Background: an optimization exercise with open tools, aiming at small area. Do not read the settings as production practice.
Function was checked by simulation only, so behaviour that the tests miss may differ from the original.
Power figures rest on the tool's default switching activity, not on a simulated workload.

## flow/config.mk

```make
export PLATFORM = sky130hd
export DESIGN_NAME = MIPS
export DESIGN_NICKNAME = MIPS
export VERILOG_FILES = /design/flow/design.v
export SDC_FILE = /design/flow/constraint.sdc
export NUM_CORES = 4
export LEC_CHECK = 0
export ABC_AREA = 1
export CAP_MARGIN = 10
export CORE_MARGIN = 2
export CORE_UTILIZATION = 55
export SLEW_MARGIN = 10
```

## flow/constraint.sdc

```tcl
create_clock -name core_clock -period 120.0 [get_ports {clk}]
set_input_delay 24.0000 -clock core_clock [delete_from_list [all_inputs] [get_ports {clk}]]
set_output_delay 24.0000 -clock core_clock [all_outputs]
set_load 0.01 [all_outputs]
```

## flow/design.v

```verilog
module rca #(parameter W = 32) (
	input	[W-1:0]	a,
	input	[W-1:0]	b,
	input		ci,
	output	[W-1:0]	s,
	output		co
);
wire [W:0] c;
assign c[0] = ci;
genvar k;
generate for (k = 0; k < W; k = k + 1) begin : g
	assign s[k]   = a[k] ^ b[k] ^ c[k];
	assign c[k+1] = (a[k] & b[k]) | (a[k] & c[k]) | (b[k] & c[k]);
end endgenerate
assign co = c[W];
endmodule
module md_rows #(parameter HI = 31, parameter LO = 0) (
	input		mul,
	input	[31:0]	a,
	input	[31:0]	b,
	input	[31:0]	vin,	 
	input	[31:0]	qin,	 
	output	[31:0]	vout,	 
	output	[31:0]	qout	 
);
wire [31:0] x = mul ? a : ~b;
wire [32:0] hi_or;
assign hi_or[32] = 1'b0;
genvar k, i;
generate for (k = 31; k >= 0; k = k - 1) begin : gor
	assign hi_or[k] = hi_or[k+1] | b[k];
end endgenerate
generate for (i = HI; i >= LO; i = i - 1) begin : row
	wire [32:0] vu, qu;
	if (i == HI) begin : first
		assign vu = {1'b0, vin};
		assign qu = {1'b0, qin};
	end else begin : next
		assign vu = row[i+1].vo;
		assign qu = row[i+1].qo;
	end
	wire [32-i:0] rfull = {vu[32:i+1], a[i] & ~mul};
	wire [31-i:0] rin = rfull[31-i:0];
	wire [31-i:0] d;
	wire co;
	rca #(.W(32-i)) add (.a(rin), .b(x[31-i:0]), .ci(~mul), .s(d), .co(co));
	wire bz = (i == 0) ? 1'b1 : ~hi_or[32-i];
	wire qi = co & bz;
	wire sel = mul ? b[i] : qi;
	wire [31-i:0] r = sel ? d : rin;
	wire [32:0] vo, qo;
	if (i > 0) begin : lowpad
		assign vo = {1'b0, r, {i{1'b0}}};
		assign qo = {qu[32:i+1], qi, {i{1'b0}}};
	end else begin : nopad
		assign vo = {1'b0, r};
		assign qo = {qu[32:1], qi};
	end
end endgenerate
assign vout = row[LO].vo[31:0];
assign qout = row[LO].qo[31:0];
endmodule
module MIPS(
	input		clk,
	input		rst,
	output	[31:0]	imem_addr,
	input	[31:0]	imem_data,
	output	reg [31:0]	rd1_D,
	output	reg [31:0]	rd2_D,
	output	[31:0]	ALU_result_E,
	output		ZERO_E,
	output	reg [31:0]	mem_read_M,
	output	reg [31:0]	RESULT_WB
);
localparam K1 = 16;	 
localparam K2 = 5;	 
reg [31:0]	PC_F;
reg [31:0]	instr_D, PC_D;
reg [31:0]	rd1_E, opB_E, target_E;
reg [3:0]	alu_E;
reg		Jump_E, Branch_E, MemW_E, MemR_E;
reg [4:0]	rdst_E;
reg [31:0]	ALU_M;
reg		MemW_M, MemR_M;
reg [4:0]	rdst_M;
reg [4:0]	rdst_W;
reg [31:0]	regs [1:31];
reg [31:0]	dmem [0:15];
reg [31:0]	md1_v, md1_q, md2_v, md2_q;
wire		PC_src = Jump_E | (Branch_E & ZERO_E);
wire [29:0]	pc_inc;
rca #(.W(30)) inc (.a(PC_F[31:2]), .b(30'd0), .ci(1'b1), .s(pc_inc), .co());
assign imem_addr = PC_F;
always @(posedge clk) begin
	if (rst)
		PC_F <= 32'd0;
	else
		PC_F <= PC_src ? target_E : {pc_inc, PC_F[1:0]};
end
always @(posedge clk) begin
	if (rst) begin
		instr_D <= 32'd0;
		PC_D    <= 32'd0;
	end else begin
		instr_D <= imem_data;
		PC_D    <= PC_F;
	end
end
wire [5:0] op = instr_D[31:26];
wire isR   = (op == 6'b110000);
wire isLW  = (op == 6'b100000);
wire isSW  = (op == 6'b100001);
wire isBr  = (op[5:1] == 5'b10001);
wire isADDI = (op == 6'b100100);
wire isANDI = (op == 6'b100101);
wire isORI  = (op == 6'b100110);
wire isJ   = (op == 6'b000000);
wire useImm = isLW | isADDI | isANDI | isORI;
wire regW  = isR | useImm;
reg [3:0] alu_D;
always @(*) begin
	if (isR)			alu_D = instr_D[3:0];
	else if (isLW | isADDI)		alu_D = 4'd1;
	else if (isBr)			alu_D = 4'd2;
	else if (isANDI)		alu_D = 4'd5;
	else if (isORI)			alu_D = 4'd6;
	else				alu_D = 4'd0;	 
end
wire [31:0] sext16 = {{16{instr_D[15]}}, instr_D[15:0]};
wire [31:0] ext_t = {{6{instr_D[15]}}, isJ ? instr_D[25:16] : {10{instr_D[15]}}, instr_D[15:0]};
wire [31:0] target_D;
rca #(.W(32)) tadd (.a(PC_D), .b(ext_t), .ci(1'b0), .s(target_D), .co());
wire [4:0] rs = instr_D[25:21];
wire [4:0] rt = instr_D[20:16];
reg [31:0] rf1, rf2;
integer j;
always @(*) begin
	rf1 = 32'd0;
	rf2 = 32'd0;
	for (j = 1; j < 32; j = j + 1) begin
		rf1 = rf1 | ({32{rs == j}} & regs[j]);
		rf2 = rf2 | ({32{rt == j}} & regs[j]);
	end
end
wire [31:0] rd1_n = (rs == 5'd0) ? 32'd0 : (rs == rdst_W) ? RESULT_WB : rf1;
wire [31:0] rd2_n = (rt == 5'd0) ? 32'd0 : (rt == rdst_W) ? RESULT_WB : rf2;
always @(posedge clk) begin
	if (rst) begin
		rd1_D <= 32'd0;
		rd2_D <= 32'd0;
	end else begin
		rd1_D <= rd1_n;
		rd2_D <= rd2_n;
	end
end
wire [31:0] wd_r = RESULT_WB & {32{~rst}};
integer n;
always @(posedge clk) begin
	for (n = 1; n < 32; n = n + 1)
		if (rst || rdst_W == n)
			regs[n] <= wd_r;
end
always @(posedge clk) begin
	rd1_E    <= rd1_D;
	opB_E    <= useImm ? sext16 : rd2_D;
	target_E <= target_D;
	if (rst) begin
		alu_E    <= 4'd0;
		Jump_E   <= 1'b0;
		Branch_E <= 1'b0;
		MemW_E   <= 1'b0;
		MemR_E   <= 1'b0;
		rdst_E   <= 5'd0;
	end else begin
		alu_E    <= alu_D;
		Jump_E   <= isJ;
		Branch_E <= isBr;
		MemW_E   <= isSW;
		MemR_E   <= isLW;
		rdst_E   <= regW ? instr_D[15:11] : 5'd0;
	end
end
wire [31:0] md1_vo, md1_qo, md2_vo, md2_qo, md3_vo, md3_qo;
md_rows #(.HI(31), .LO(K1)) mdr1 (
	.mul(~imem_data[2]), .a(rd1_n), .b(rd2_n),
	.vin(32'd0), .qin(32'd0), .vout(md1_vo), .qout(md1_qo));
md_rows #(.HI(K1-1), .LO(K2)) mdr2 (
	.mul(~instr_D[2]), .a(rd1_D), .b(rd2_D),
	.vin(md1_v), .qin(md1_q), .vout(md2_vo), .qout(md2_qo));
md_rows #(.HI(K2-1), .LO(0)) mdr3 (
	.mul(~alu_E[2]), .a(rd1_E), .b(opB_E),
	.vin(md2_v), .qin(md2_q), .vout(md3_vo), .qout(md3_qo));
always @(posedge clk) begin
	md1_v <= {md1_vo[31:K1], {K1{1'b0}}};
	md1_q <= {md1_qo[31:K1], {K1{1'b0}}};
	md2_v <= {md2_vo[31:K2], {K2{1'b0}}};
	md2_q <= {md2_qo[31:K2], {K2{1'b0}}};
end
wire [31:0] A = rd1_E;
wire [31:0] B = opB_E;
wire sub = (alu_E == 4'd2);
wire [31:0] addsub;
rca #(.W(32)) alu_add (.a(A), .b(B ^ {32{sub}}), .ci(sub), .s(addsub), .co());
reg [31:0] res;
always @(*) begin
	case (alu_E)
		4'd1, 4'd2:	res = addsub;
		4'd3:		res = md3_vo;
		4'd4:		res = md3_qo;
		4'd5:		res = A & B;
		4'd6:		res = A | B;
		4'd7:		res = A ^ B;
		4'd8:		res = ~A;
		4'd9, 4'd13:	res = {A[28:0], 3'b000};
		4'd10, 4'd14:	res = {3'b000, A[31:3]};
		4'd11:		res = {B[28:0], 3'b000};
		4'd12:		res = {3'b000, B[31:3]};
		default:	res = MemW_E ? A : 32'd0;	 
	endcase
end
assign ALU_result_E = res;
assign ZERO_E = ~|res;
wire [31:0] sd_r = B & {32{~rst}};
integer m;
always @(posedge clk) begin
	for (m = 0; m < 16; m = m + 1)
		if (rst || (MemW_E && A[3:0] == m))
			dmem[m] <= sd_r;
end
always @(posedge clk) begin
	if (rst) begin
		ALU_M  <= 32'd0;
		MemW_M <= 1'b0;
		MemR_M <= 1'b0;
		rdst_M <= 5'd0;
	end else begin
		ALU_M  <= res;
		MemW_M <= MemW_E;
		MemR_M <= MemR_E;
		rdst_M <= rdst_E;
	end
end
always @(posedge clk) begin
	if (rst)
		mem_read_M <= 32'd0;
	else if (MemW_M)
		mem_read_M <= mem_read_M;
	else if (MemR_M)
		mem_read_M <= dmem[ALU_M[3:0]];
	else
		mem_read_M <= 32'd0;
end
always @(posedge clk) begin
	if (rst) begin
		RESULT_WB <= 32'd0;
		rdst_W    <= 5'd0;
	end else begin
		RESULT_WB <= MemR_M ? mem_read_M : ALU_M;
		rdst_W    <= rdst_M;
	end
end
endmodule
```

## flow/flow/run.sh

```bash
#!/bin/bash
# The standard layout (standard.sh, unchanged make flow) with three changes:
# - synthesis maps with an area-oriented ABC script (&nf -a) in place of ORFS's
#   abc_area.script; the rest of ORFS's scripts are used as they are;
# - clock tree synthesis uses clkbuf_8 buffers and inserts no dummy loads;
# - port buffers are buf_1.
# Each tool's output stays in the ORFS logs under orfs/logs; make's own output is
# in make.log here.
set -euo pipefail
W=$(pwd)
rm -rf "$W/scripts"
cp -r "$FLOW_HOME/scripts" "$W/scripts"
cp "$W/flow/abc_area.script" "$W/scripts/abc_area.script"
bash "$W/standard.sh" \
	"SCRIPTS_DIR=$W/scripts" \
	"CTS_ARGS=-sink_clustering_enable -repair_clock_nets -dont_use_dummy_load -sink_clustering_size 15 -sink_clustering_max_diameter 50 -buf_list sky130_fd_sc_hd__clkbuf_8" \
	"BUFFER_PORTS_ARGS=-buffer_cell sky130_fd_sc_hd__buf_1" \
	finish > "$W/make.log" 2>&1
```

## flow/flow/abc_area.script

```
&get -n
&st
&dch
&nf -a
&put
buffer -c
topo
stime -c
upsize -c
dnsize -c
```

## flow/standard.sh

```bash
#!/bin/bash
# synth_recipe.tcl (not shown) runs the flow's synth.tcl, then flattens the netlist and writes it again
# the make line also repeats each setting of config.mk as NAME=value (left out here)
make -C /OpenROAD-flow-scripts/flow DESIGN_CONFIG=/design/flow/config.mk WORK_HOME=/design/flow/orfs CLKGATE_MAP_FILE= SYNTH_SCRIPT=/design/flow/synth_recipe.tcl "${@:-finish}"
```

==> summary.md, run 1 <==
| Metric | Value |
|---|---|
| Status | `no timing/DRC/antenna violations` |
| Cells after Synth | `about 7500` |
| Critical path class | `reg -> out` |
| Post-DRT Antenna Nets | `0` |
| CTS resizes | `0` |
| Syn_area_per_cell | `roughly 13 sq um` |
| CTS tree | `yes` |
| Final HPWL DP | `229000 microns` |
| Internal power | `roughly 1.2 mW` |
| Final Critical Period | `99.81 ns` |
| WHS | `roughly 0.34 ns` |
| CP peak stage delay | `just under 0.9 ns` |
| IO Port Bufs | `226` |
| CP bufs+invs | `1` |
| Clock skew | `between 0.1 and 0.15 ns` |
| Initial Util | `between 50 and 60%` |
| Largest net degree at the start of global routing | `roughly 120` |
| Initial antenna violation count | `10` |
| CP delay by family, top | `adder cells` |
| Layout cells sized above 1 | `a little under an eighth` |
| Number of synthesized flops with an enable pin | `roughly 1500` |
| Power Dens Cells | `approximately 18 mW/mm^2` |
| Data required, critical path | `about 96 ns` |
| Max reg flops | `992` |
| Vias in the first global route | `~66000` |
| Worst slew pin tran | `between 1 and 1.5 ns` |
| Drt drc | `0` |
| WL per Instance | `around 32 microns` |
| RePlAce Congestion | `0.980` |
| Ports | `between 200 and 250` |
| Reg power frac | `around 44%` |
| Combinational Power Share | `a little under two fifths` |
| Biggest register | `regs` |
| Clock sinks | `1967` |
| Die area | `between 0.15 and 0.2 sq mm` |
| Vias per inst | `approximately 6.7` |
| Hold_sp | `md1_q[31]` |
| R2r startpoint | `instr_D[2]` |
| Asr flop ratio synth | `0%` |
| Die height | `~430 microns` |
| Site row count | `154` |
| Vias | `between 60000 and 70000` |
| Crit path max fanout | `45` |
| Hold Buf Count CTS | `0` |
| Synth Net Count | `between 8000 and 9000` |
| Max Cap Violations | `0` |
| Worst-Skew Late Latency | `1.03 ns` |
| Core area | `0.176 sq mm` |
| Maximum clock insertion buffer count | `3` |
| RSZ-0062 raised after global routing | `false` |
| Area delta synth->final | `7.52%` |
| Fmax achieved | `10.0 MHz` |
| Yosys warnings | `3` |
| Critical Path AT | `~76 ns` |
| Root buffer cell | `clkbuf_8` |
| GR Util All Layers | `35.8%` |
| Min-delay worst type | `reg -> reg` |
| Nets | `about 8400` |
| Pre-Repair DR Iteration Count | `14` |
| Switch share | `~35%` |
| Main synth FF type | `edfxtp_1` |
| First-pass GRT wire length | `472000 microns` |
| GRT overflow | `0` |
| Final hold viol count | `0` |
| Max Slew Vio Count | `0` |
| Critical path's slowest cell | `nor4_1` |
| Largest registers | `regs x992, dmem x512` |
| Crit share post-route | `between 80% and 90%` |
| Leak | `about 38 nW` |
| Maximum VDD drop | `approximately 0.000015 V` |
| Clock group share of total power | `around a fifth` |
| 1st-iter DRT viols | `8037` |
| H-tree depth | `4` |
| Synth Cell Area | `between 0.09 and 0.1 sq mm` |
| Setup Buffers After CTS | `0` |
| #FFs+latches synth | `1967` |
| Slew Limit Headroom | `~16%` |
| Final setup violation count | `0` |
| Drt total wl | `325000 microns` |
| Chip width | `roughly 430 microns` |
| Inserted Clock Buffers | `between 150 and 200` |
| Setup TNS Final | `0 ns` |
| Setup crit start | `alu_E[2]` |
| Sequential fraction of the synthesis area | `between 50% and 60%` |
| Switching power | `0.643 mW` |
| Crit path top cell by count | `fa_1` |
| Crit end category | `output port` |
| Post-synth cell types | `around 80` |
| CP startpoint kind | `flip-flop` |
| Clock-pin slew on the worst setup and hold paths | `~0.09 ns` |
[routing by layer]
layer  wire (microns)  GRT usage (%)
met4            22100           21.5
met5               55              0
met1           124000           45.9
met2           154000           57.3
met3            24900           6.12
[synth_stat cells (15+ instances only)]
library cell | count | area (sq um)
and3_1 | 48 | 300
a22oi_1 | 131 | 983
and2_1 | 44 | 275
nor3_1 | 59 | 295
nor4_1 | 26 | 163
xor2_1 | 16 | 140
a41oi_1 | 15 | 131
nand3_1 | 112 | 561
mux2_2 | 264 | 2970
dfxtp_1 | 463 | 9270
a222oi_1 | 176 | 1760
or3_1 | 25 | 156
clkbuf_1 | 450 | 1690
inv_1 | 245 | 920
ha_1 | 108 | 1350
nor2b_1 | 135 | 845
xnor2_1 | 60 | 526
a21oi_1 | 195 | 976
nor2_1 | 335 | 1260
buf_1 | 48 | 180
and4_1 | 17 | 149
o21a_1 | 63 | 473
a22o_1 | 17 | 149
o2111ai_1 | 16 | 140
mux2i_1 | 197 | 1970
a221oi_1 | 105 | 920
fa_1 | 545 | 10900
nand2b_1 | 21 | 131
edfxtp_1 | 1504 | 45200
nand4_1 | 151 | 945
a31oi_1 | 30 | 188
nand2_1 | 979 | 3670
a221o_1 | 467 | 4670
o21ai_0 | 164 | 821
a21o_1 | 37 | 278
and4b_1 | 61 | 611
[area by class of cell]
cell class / instances / area (sq um)
inverters: 246 / 926
repair buffers: 488 / 2870
fillers: 14100 / 71300
multi-input cells: 4800 / 41300
diodes: 12 / 30.0
well taps: 2340 / 2930
flip-flops and latches: 1967 / 54400
clock buffers: 183 / 2520
[cell families (layout without fill, tap and decap cells)]
logic type	after synthesis	count (layout)	synth area share (%)
and+or+nand+nor	2051	2051	9.88
DFF	1967	1967	55.7
AOI/OAI and AO/OA	1550	1550	13.0
buffers and inverters	761	917	2.98
adders and majority gates	655	655	12.6
muxes	468	468	5.18
xor gates and xnor gates	76	76	0.681
other	0	12	0
[power groups by stage]
stage	registers, mW	clock network (mW)	logic, mW
3_3_place_gp	0.822	0	0.674
3_5_place_dp	0.823	0	0.699
6_report	0.808	0.351	0.698
5_1_grt	0.812	0.377	0.806
4_1_cts	0.808	0.356	0.702
2_1_floorplan	0.809	0	0.522
[metrics by stage]
stage	std cells	area [sq um]	power [mW]	utilization [%]	setup slack [ns]
detailed placement	9836	102000	1.52	58.0	20.88
finish	10000	105000	1.86	59.6	20.19
floorplan	7528	97700	1.33	-	23.60
global route	10000	105000	2.00	59.6	17.79
global placement	9836	102000	1.50	58.0	21.48
CTS	10000	105000	1.87	59.5	19.91
[placed cells by master (no fill, tap or decap), types with 183 or more instances in the layout]
| cell type | instances |
|---|---|
| fa_1 | 545 |
| inv_1 | 244 |
| a221o_1 | 467 |
| buf_4 | 256 |
| nor2_1 | 323 |
| a21oi_1 | 194 |
| clkbuf_8 | 183 |
| mux2_2 | 264 |
| edfxtp_1 | 1504 |
| mux2i_1 | 188 |
| nand2_1 | 969 |
| buf_1 | 224 |
| dfxtp_1 | 459 |
[path summary, 6_finish.rpt]
path | to | slack (ns) | depth (start not counted)
setup / recovery | ZERO_E | 20.19 | 169
hold / removal | md2_q[31] | 0.34 | 0
setup reg to reg | md2_v[8] | 26.05 | 311
hold reg to reg | md2_q[31] | 0.34 | 0
==> run 2, diff against run 1 <==
==> flow/flow/run.sh (replaced) <==
#!/bin/bash
# The standard layout (standard.sh, unchanged make flow) with these changes:
# - synthesis maps with an area-oriented ABC script (&nf -a) in place of ORFS's
#   abc_area.script; the rest of ORFS's scripts are used as they are;
# - clock tree synthesis uses clkbuf_8 buffers and inserts no dummy loads;
# - port buffers are buf_1;
# - after global routing, gates off the critical paths are downsized (RECOVER_POWER).
# Each tool's output stays in the ORFS logs under orfs/logs; make's own output is
# in make.log here.
set -euo pipefail
W=$(pwd)
rm -rf "$W/scripts"
cp -r "$FLOW_HOME/scripts" "$W/scripts"
cp "$W/flow/abc_area.script" "$W/scripts/abc_area.script"
bash "$W/standard.sh" \
	"SCRIPTS_DIR=$W/scripts" \
	"CTS_ARGS=-sink_clustering_enable -repair_clock_nets -dont_use_dummy_load -sink_clustering_size 15 -sink_clustering_max_diameter 50 -buf_list sky130_fd_sc_hd__clkbuf_8" \
	"BUFFER_PORTS_ARGS=-buffer_cell sky130_fd_sc_hd__buf_1" \
	"RECOVER_POWER=100" \
	finish > "$W/make.log" 2>&1
--- a/flow/config.mk
+++ b/flow/config.mk
@@ -8,5 +8,5 @@
 export ABC_AREA = 1
 export CAP_MARGIN = 10
 export CORE_MARGIN = 2
-export CORE_UTILIZATION = 55
+export CORE_UTILIZATION = 70
 export SLEW_MARGIN = 10
==> run 2 against run 1 <==
Against the previous run: now fails the layout checks on max-capacitance violations, max-slew violations; first-iteration DRC count rose by 43%; via count rose by 3.7%; synthesized cell count did not move; critical endpoint unchanged.
==> summary.md, run 2 <==
| Metric | Value |
|---|---|
| Status | `complete, but fails checks` |
| Layout check faults | `max-capacitance violations, max-slew violations` |
| 1st-iter DRT viols | `approximately 11000` |
| Pwr Total | `approximately 1.8 mW` |
| Multi-input gate area | `a little over 0.04 sq mm` |
| Reg power frac | `between 40% and 50%` |
| Largest registers | `regs x992, dmem x512` |
| Critical Path End | `ZERO_E` |
| Initial Util | `between 70% and 80%` |
| CP delay by family, top | `adder cells` |
| Combinational Power Share | `38.1%` |
| Asr flop ratio synth | `0%` |
| RSZ-0062 raised after global routing | `false` |
| Largest net degree at the start of global routing | `76` |
| Final Util | `around three quarters` |
| Clk pwr | `0.332 mW` |
| Yosys warnings | `3` |
| Placement Setup Slack | `slightly above 20 ns` |
| Final HPWL DP | `between 200000 and 250000 microns` |
| Inserted Clock Buffers | `170` |
| Nets | `around 8300` |
| Core area | `between 0.1 and 0.15 sq mm` |
| Hold EP | `md2_q[30]` |
| Setup ws final | `~13 ns` |
| Worst slew pin tran | `between 3 and 4 ns` |
| Worst-Skew Late Latency | `0.98 ns` |
| IO Port Bufs | `~230` |
| Data required, critical path | `96.00 ns` |
| FILL cells | `between 8000 and 9000` |
| Area share of the largest cell type after synthesis | `46.2%` |
| Internal power | `1.21 mW` |
| First-pass GRT wire length | `464000 microns` |
| Top cells by area, synth | `edfxtp_1 (46%), fa_1 (11%), dfxtp_1 (9.5%), a221o_1 (4.8%), nand2_1 (3.8%)` |
| CP bufs+invs | `7` |
| Area delta synth->final | `5.90%` |
| Hold Buf Count CTS | `0` |
| Syn_area_per_cell | `between 10 and 15 sq um` |
| Post-synth cell types | `78` |
| Crit path top cell by count | `fa_1` |
| Drt total wl | `318000 microns` |
| Most frequent cells in the layout | `edfxtp_1 (1504), nand2_1 (978), fa_1 (545)` |
| Critical path depth | `176` |
| Critical Path AT | `around 83 ns` |
| Pre-Repair DR Iteration Count | `10` |
| Final setup violation count | `0` |
| Max reg flops | `~990` |
| Maximum clock insertion buffer count | `3` |
| Post-DRT Antenna Nets | `0` |
| Clock-pin slew on the worst setup and hold paths | `approximately 0.090 ns` |
| #FFs+latches synth | `a little under 2000` |
| Vias per inst | `about 7.3` |
| Max Slew Vio Count | `between 3000 and 4000` |
| Min-delay worst type | `reg -> reg` |
| Pwr top | `sequential cells` |
| Setup Buffers After CTS | `0` |
| Cells after Synth | `around 7500` |
| Reg2reg path depth | `310` |
| Flop-to-flop setup slack | `about 14 ns` |
| Drt drc | `0` |
| Storage cell area | `0.0544 sq mm` |
| Vias in the first global route | `roughly 68000` |
| RePlAce Congestion | `1.03` |
| WL per Instance | `between 30 and 40 microns` |
| Clock skew | `between 0.15 and 0.2 ns` |
| Final Critical Period | `~110 ns` |
| Max Cap Violations | `approximately 100` |
| Ports | `227` |
| Layout cells sized above 1 | `under 10%` |
| Switch share | `34.5%` |
| Die area | `0.143 sq mm` |
| R2r startpoint | `instr_D[2]` |
| Root buffer cell | `clkbuf_8` |
| Number of synthesized flops with an enable pin | `between 1500 and 2000` |
| Sequential fraction of the synthesis area | `55.7%` |
| Clock group share of total power | `approximately 18%` |
| Reg-to-Reg End | `md2_v[5]` |
| Crit path max fanout | `51` |
| H-tree depth | `4` |
| Commonest non-fill, non-tap cell in the layout | `edfxtp_1` |
| Chip width | `378 microns` |
| Synth Cell Area | `a little under 0.1 sq mm` |
| Maximum VDD drop | `0.0000235 V` |
| Largest area contributor in the netlist | `edfxtp_1` |
| Fmax achieved | `about 9.4 MHz` |
| Site row count | `137` |
| Hold_sp | `md1_q[30]` |
| GRT overflow | `0` |
| Critical path class | `reg -> out` |
| Crit share post-route | `between 80 and 90%` |
| Comb power | `0.703 mW` |
| Setup crit start | `alu_E[2]` |
| Top-count cell post-synth | `edfxtp_1` |
| Power Dens Cells | `between 15 and 20 mW/mm^2` |
| Crit end category | `output port` |
| Main synth FF type | `edfxtp_1` |
| Leak | `approximately 38 nW` |
| Slew Limit Headroom | `-142%` |
| Biggest register | `regs` |
| Clock sinks | `slightly below 2000` |
| Post-route cell area | `about 0.10 sq mm` |
| Critical path's slowest cell | `dfxtp_1` |
| Vias | `approximately 69000` |
| CP startpoint kind | `flip-flop` |
| Placed Area | `between 0.1 and 0.15 sq mm` |
| Initial antenna violation count | `29` |
| Synth Net Count | `approximately 8200` |
| Switching power | `between 0.6 and 0.7 mW` |
| CTS resizes | `0` |
| Die height | `378 microns` |
| GR Util All Layers | `a little under half` |
| CTS tree | `yes` |
| Top cells by count, synth | `edfxtp_1 (1504), nand2_1 (979), fa_1 (545)` |
| CP peak stage delay | `approximately 1.6 ns` |
| Final hold viol count | `0` |
| WHS Path Cells | `0` |
| Sequential power | `roughly 0.81 mW` |
| Setup TNS Final | `0 ns` |
[run 2: logic make-up after synthesis]
family / synth area share [%]
xor+xnor: 0.681
mux: 5.18
flops: 55.7
compound gates: 13.0
buf+inv: 2.98
simple gates: 9.88
fa+ha+maj: 12.6
[run 2: worst min path at each step]
stage | from | endpoint | slack [ns]
after floorplan | md1_q[16] | md2_q[16] | 0.31
after global placement | md1_q[22] | md2_q[22] | 0.31
after detailed placement | md1_q[16] | md2_q[16] | 0.31
after CTS | md1_q[30] | md2_q[30] | 0.27
[run 2: power by group through the flow]
stage,registers [mW],clock network (mW),logic (mW)
2_1_floorplan,0.809,0,0.522
3_3_place_gp,0.820,0,0.663
3_5_place_dp,0.823,0,0.702
4_1_cts,0.807,0.330,0.705
[run 2: metal layers]
layer  vias up  share of wire (%)  track usage [%]
met4        20                8.4             30.9
met5         -              0.046                0
met1     34100                 34             56.1
met2      5422                 45             67.8
met3      1161                 13             14.1
li1      28700                  -                -
[run 2: cell type report]
class                   count  area share (%)
multi-input cells        4800            39.6
inverters                 246           0.894
clock buffers             170            2.26
repair buffers            468            2.28
flip-flops and latches   1967            52.6
well taps                1876            2.27
diodes                     12          0.0290
[run 2: through the flow]
stage / hold WS [ns] / std cells
floorplan: 0.310 / 7528
global placement: 0.311 / 9350
detailed placement: 0.312 / 9350
CTS: 0.267 / 9520
global route: 0.250 / 9529
finish: 0.262 / 9539
==> run 3, diff against run 2 <==
--- a/flow/design.v
+++ b/flow/design.v
@@ -201,23 +201,37 @@
 wire sub = (alu_E == 4'd2);
 wire [31:0] addsub;
 rca #(.W(32)) alu_add (.a(A), .b(B ^ {32{sub}}), .ci(sub), .s(addsub), .co());
-reg [31:0] res;
+reg [3:0] lut;
 always @(*) begin
 	case (alu_E)
-		4'd1, 4'd2:	res = addsub;
-		4'd3:		res = md3_vo;
-		4'd4:		res = md3_qo;
-		4'd5:		res = A & B;
-		4'd6:		res = A | B;
-		4'd7:		res = A ^ B;
-		4'd8:		res = ~A;
-		4'd9, 4'd13:	res = {A[28:0], 3'b000};
-		4'd10, 4'd14:	res = {3'b000, A[31:3]};
-		4'd11:		res = {B[28:0], 3'b000};
-		4'd12:		res = {3'b000, B[31:3]};
-		default:	res = MemW_E ? A : 32'd0;	 
+		4'd5:		lut = 4'b1000;
+		4'd6:		lut = 4'b1110;
+		4'd7:		lut = 4'b0110;
+		4'd8:		lut = 4'b0011;
+		4'd0:		lut = MemW_E ? 4'b1100 : 4'b0000;
+		default:	lut = 4'b0000;
 	endcase
 end
+wire s_as  = (alu_E == 4'd1) | sub;
+wire s_mul = (alu_E == 4'd3);
+wire s_div = (alu_E == 4'd4);
+wire s_al  = (alu_E == 4'd9) | (alu_E == 4'd13);
+wire s_ar  = (alu_E == 4'd10) | (alu_E == 4'd14);
+wire s_bl  = (alu_E == 4'd11);
+wire s_br  = (alu_E == 4'd12);
+wire [31:0] lg;
+genvar gl;
+generate for (gl = 0; gl < 32; gl = gl + 1) begin : glut
+	assign lg[gl] = lut[{A[gl], B[gl]}];
+end endgenerate
+wire [31:0] res = lg
+	| ({32{s_as}}  & addsub)
+	| ({32{s_mul}} & md3_vo)
+	| ({32{s_div}} & md3_qo)
+	| ({32{s_al}}  & {A[28:0], 3'b000})
+	| ({32{s_ar}}  & {3'b000, A[31:3]})
+	| ({32{s_bl}}  & {B[28:0], 3'b000})
+	| ({32{s_br}}  & {3'b000, B[31:3]});
 assign ALU_result_E = res;
 assign ZERO_E = ~|res;
 wire [31:0] sd_r = B & {32{~rst}};
==> flow/flow/run.sh (replaced) <==
#!/bin/bash
# The standard layout (standard.sh, unchanged make flow) with these changes:
# - synthesis maps with an area-oriented ABC script (&syn2, &dch -f, &nf -a, twice)
#   in place of ORFS's abc_area.script; the rest of ORFS's scripts are used as they are;
# - clock tree synthesis uses clkbuf_8 buffers and inserts no dummy loads;
# - port buffers are buf_1.
# Each tool's output stays in the ORFS logs under orfs/logs; make's own output is
# in make.log here.
set -euo pipefail
W=$(pwd)
rm -rf "$W/scripts"
cp -r "$FLOW_HOME/scripts" "$W/scripts"
cp "$W/flow/abc_area.script" "$W/scripts/abc_area.script"
bash "$W/standard.sh" \
	"SCRIPTS_DIR=$W/scripts" \
	"CTS_ARGS=-sink_clustering_enable -repair_clock_nets -dont_use_dummy_load -sink_clustering_size 15 -sink_clustering_max_diameter 80 -buf_list sky130_fd_sc_hd__clkbuf_8" \
	"BUFFER_PORTS_ARGS=-buffer_cell sky130_fd_sc_hd__buf_1" \
	finish > "$W/make.log" 2>&1
==> flow/flow/abc_area.script (replaced) <==
&get -n
&st
&syn2
&dch -f
&nf -a -R 1000
&st
&syn2
&dch -f
&nf -a -R 1000
&put
buffer -c
topo
stime -c
upsize -c
dnsize -c
--- a/flow/config.mk
+++ b/flow/config.mk
@@ -8,5 +8,5 @@
 export ABC_AREA = 1
 export CAP_MARGIN = 10
 export CORE_MARGIN = 2
-export CORE_UTILIZATION = 70
+export CORE_UTILIZATION = 62
 export SLEW_MARGIN = 10
==> run 3 against run 2 <==
Against the previous run: now clean on timing, DRC and antenna; power down 2.8%; worst hold slack better by 0.046 ns; flip-flop and latch count is the same; sequential share of layout area up 0.91 points; area after synthesis down 2.9%; first-iteration DRC count grew 59%; clock-buffer cell count is 15 lower; final cell count shrank 3.2%; clock skew is 0.039 ns lower; critical path type is now reg -> reg.
==> summary.md, run 3 <==
| Metric | Value |
|---|---|
| Vias | `between 70000 and 80000` |
| R2r startpoint | `instr_D[2]` |
| Post-synth cell types | `71` |
| GRT overflow | `0` |
| Synth Area in XOR/XNOR | `less than 1%` |
| Final hold viol count | `0` |
| Simple-gate area share of the yosys netlist | `under 10%` |
| CP startpoint kind | `flip-flop` |
| Final HPWL DP | `about 240000 microns` |
| Status | `no timing/DRC/antenna violations` |
| Setup TNS Final | `0 ns` |
| Compound-Gate Fraction of Synth Area | `around 14%` |
| Chip width | `~400 microns` |
| Setup crit start | `instr_D[2]` |
| Biggest register | `regs` |
| IO Port Bufs | `between 200 and 250` |
| Crit path max fanout | `between 40 and 50` |
| Post-route insts no fill | `~9200` |
| Worst-Skew Late Latency | `approximately 0.95 ns` |
| Clock skew | `approximately 0.12 ns` |
| Inst Count DP | `~9100` |
| Number of synthesized flops with an enable pin | `around 1500` |
| Largest registers | `regs x992, dmem x512` |
| Flop-to-flop setup slack | `around 26 ns` |
| First-pass GRT wire length | `535000 microns` |
| Initial antenna violation count | `28` |
| Worst slew pin tran | `between 1 and 1.5 ns` |
| Die area | `between 0.15 and 0.2 sq mm` |
| Vias per inst | `7.85` |
| Inserted Clock Buffers | `~160` |
| FILL cells | `~11000` |
| Syn_area_per_cell | `about 13 sq um` |
| Fmax achieved | `about 11 MHz` |
| Main synth FF type | `edfxtp_1` |
| Max reg flops | `992` |
| Final setup violation count | `0` |
| Top cells by area, synth | `edfxtp_1 (48%), fa_1 (12%), dfxtp_1 (9.8%), a222oi_1 (4.1%), mux2_2 (3.4%)` |
| CP delay by family, top | `adder cells` |
| CP peak stage delay | `around 0.7 ns` |
| Top-count cell post-synth | `edfxtp_1` |
| Largest area contributor in the netlist | `edfxtp_1` |
| Commonest non-fill, non-tap cell in the layout | `edfxtp_1` |
| Critical path depth | `311` |
| Largest net degree at the start of global routing | `between 100 and 150` |
| Setup Buffers After CTS | `0` |
| Critical path's slowest cell | `dfxtp_4` |
| Synth Net Count | `between 7000 and 8000` |
| WL per Instance | `around 42 microns` |
| Core area | `~0.15 sq mm` |
| Data required, critical path | `about 120 ns` |
| Power Dens Cells | `roughly 18 mW/mm^2` |
| Reg2reg path depth | `between 300 and 400` |
| Slew Limit Headroom | `5.52%` |
| Post-DRT Antenna Nets | `0` |
| Clock-pin slew on the worst setup and hold paths | `around 0.090 ns` |
| Reg-to-Reg End | `md2_v[25]` |
| Max Slew Vio Count | `0` |
| Pre-Repair DR Iteration Count | `20` |
| Max Cap Violations | `0` |
| Root buffer cell | `clkbuf_8` |
| CP bufs+invs | `33` |
| Leak | `around 37 nW` |
| Critical Path AT | `between 90 and 100 ns` |
| H-tree depth | `4` |
| Initial Util | `between 60% and 70%` |
| Critical path class | `reg -> reg` |
| Area share of the largest cell type after synthesis | `between 40% and 50%` |
| Crit path top cell by count | `fa_1` |
| Sequential fraction of the synthesis area | `a little under three fifths` |
| Area delta synth->final | `7.26%` |
| Drt total wl | `slightly below 400000 microns` |
| Cells after Synth | `approximately 7000` |
| 1st-iter DRT viols | `between 15000 and 20000` |
| Vias in the first global route | `68700` |
| RePlAce Congestion | `1.03` |
| Synth Cell Area | `0.0948 sq mm` |
| Yosys warnings | `3` |
| Maximum VDD drop | `around 0.000014 V` |
| #FFs+latches synth | `slightly below 2000` |
| Largest family of logic cells by synthesized area | `compound AO/OA/AOI/OAI gates` |
| Top cells by count, synth | `edfxtp_1 (1504), fa_1 (545), dfxtp_1 (463)` |
| Setup ws final | `~26 ns` |
| CTS tree | `yes` |
| RSZ-0062 raised after global routing | `false` |
| CTS resizes | `0` |
| Ports | `between 200 and 250` |
| Hold Buf Count CTS | `0` |
| GR Util All Layers | `roughly half` |
| Maximum clock insertion buffer count | `3` |
| Site row count | `around 140` |
| Placement Setup Slack | `between 20 and 30 ns` |
| Layout cells sized above 1 | `a little over an eighth` |
| Die height | `slightly below 400 microns` |
| Clock sinks | `a little under 2000` |
| Drt drc | `0` |
| Final Critical Period | `between 90 and 100 ns` |
| Nets | `7814` |
| Post-synthesis mux area share | `5.67%` |
| Most frequent cells in the layout | `edfxtp_1 (1504), fa_1 (545), dfxtp_1 (460)` |
| Asr flop ratio synth | `0%` |
| Critical Path End | `md2_v[25]` |
| Crit end category | `flip-flop` |
| Crit share post-route | `78.2%` |
| Min-delay worst type | `reg -> reg` |
| Post-Synth Adder-Cell Area | `around 12%` |
-- run 3: changes by cell type after synthesis, moves of 70 or more --
cell,before,now
nand2_1,979,398
a221o_1,467,6
a22oi_1,131,408
a222oi_1,176,393
a21oi_1,195,351
nor2_1,335,445
a22o_1,17,117
inv_1,245,170
o211ai_1,14,84
-- run 3: metal layers --
layer	track usage (%)	wire length [microns]	up-vias
li1	-	-	27400
met1	60.1	125000	35100
met2	69.6	160000	7543
met3	23.7	67400	2436
met4	32.6	36800	44
met5	1.69	522	-
-- run 3: metrics by stage --
stage               utilization, %  total power, mW  hold WS, ns  instance area [sq um]
global placement              65.5             1.45        0.312                  99500
floorplan                        -             1.28        0.310                  94800
detailed placement            65.5             1.48        0.312                  99500
CTS                           66.9             1.79        0.314                 102000
global route                  66.9             1.91        0.313                 102000
finish                        66.9             1.80        0.308                 102000
-- run 3: kinds of logic (layout without fill, tap and decap cells) --
group | Yosys count | after routing
fa+ha+maj | 591 | 591
xor+xnor | 76 | 76
other cells | 0 | 18
simple gates | 1509 | 1509
mux | 497 | 497
compound gates | 1712 | 1712
flops | 1967 | 1967
buf+inv | 672 | 837
-- run 3: cell type report --
type	count	area [sq um]	share of cell area [%]
multi-input combinational	4385	38900	38.2
tap	2030	2540	2.50
antenna	18	45.0	0.0443
inverter	175	659	0.648
timing repair buffer	507	3030	2.97
sequential	1967	54400	53.5
clock buffer	155	2130	2.10
-- run 3: where the power goes --
group          internal [mW]  switching, mW  leakage [nW]
sequential             0.776         0.0367          19.3
combinational          0.272          0.383          16.1
clock                  0.116          0.213          1.11
total                   1.16          0.632          36.6
-- run 3: worst min-delay path by stage --
stage | start | to | cells after the start
floorplan | md1_q[16] | md2_q[16] | 0
global placement | md1_q[30] | md2_q[30] | 0
detailed placement | md1_q[19] | md2_q[19] | 0
CTS | md1_q[20] | md2_q[20] | 0
global route | md1_q[20] | md2_q[20] | 0
finish | md1_q[20] | md2_q[20] | 0

==> afterwards: timing with drivers on the ports <==
Ports are ideal in the flow. The routed layouts listed here were re-timed in OpenROAD.
Step 1 sets driving cells, clkbuf_16 on the clock port and buf_2 on the other inputs (assumed; they add their load-dependent delay and slew).
Step 2, shift: input delay + t, output delay - t, t = (earliest + latest rising clock arrival at the registers) / 2. This alone moves slack from input paths to output paths.
Slacks: no drivers / after step 1 / after step 2; pairs: no drivers / after step 1.
run | t (ns) | slack for setup (ns) | hold WS [ns] | cell pins on the clock port's net
run 1 | 1.044 | 20.189 / 20.105 / 21.149 | 0.339 / 0.339 / 0.339 | 1
run 2 | 1.000 | 13.064 / 12.979 / 13.979 | 0.262 / 0.262 / 0.262 | 1
run 3 | 0.986 | 26.172 / 26.172 / 26.172 | 0.308 / 0.308 / 0.308 | 1
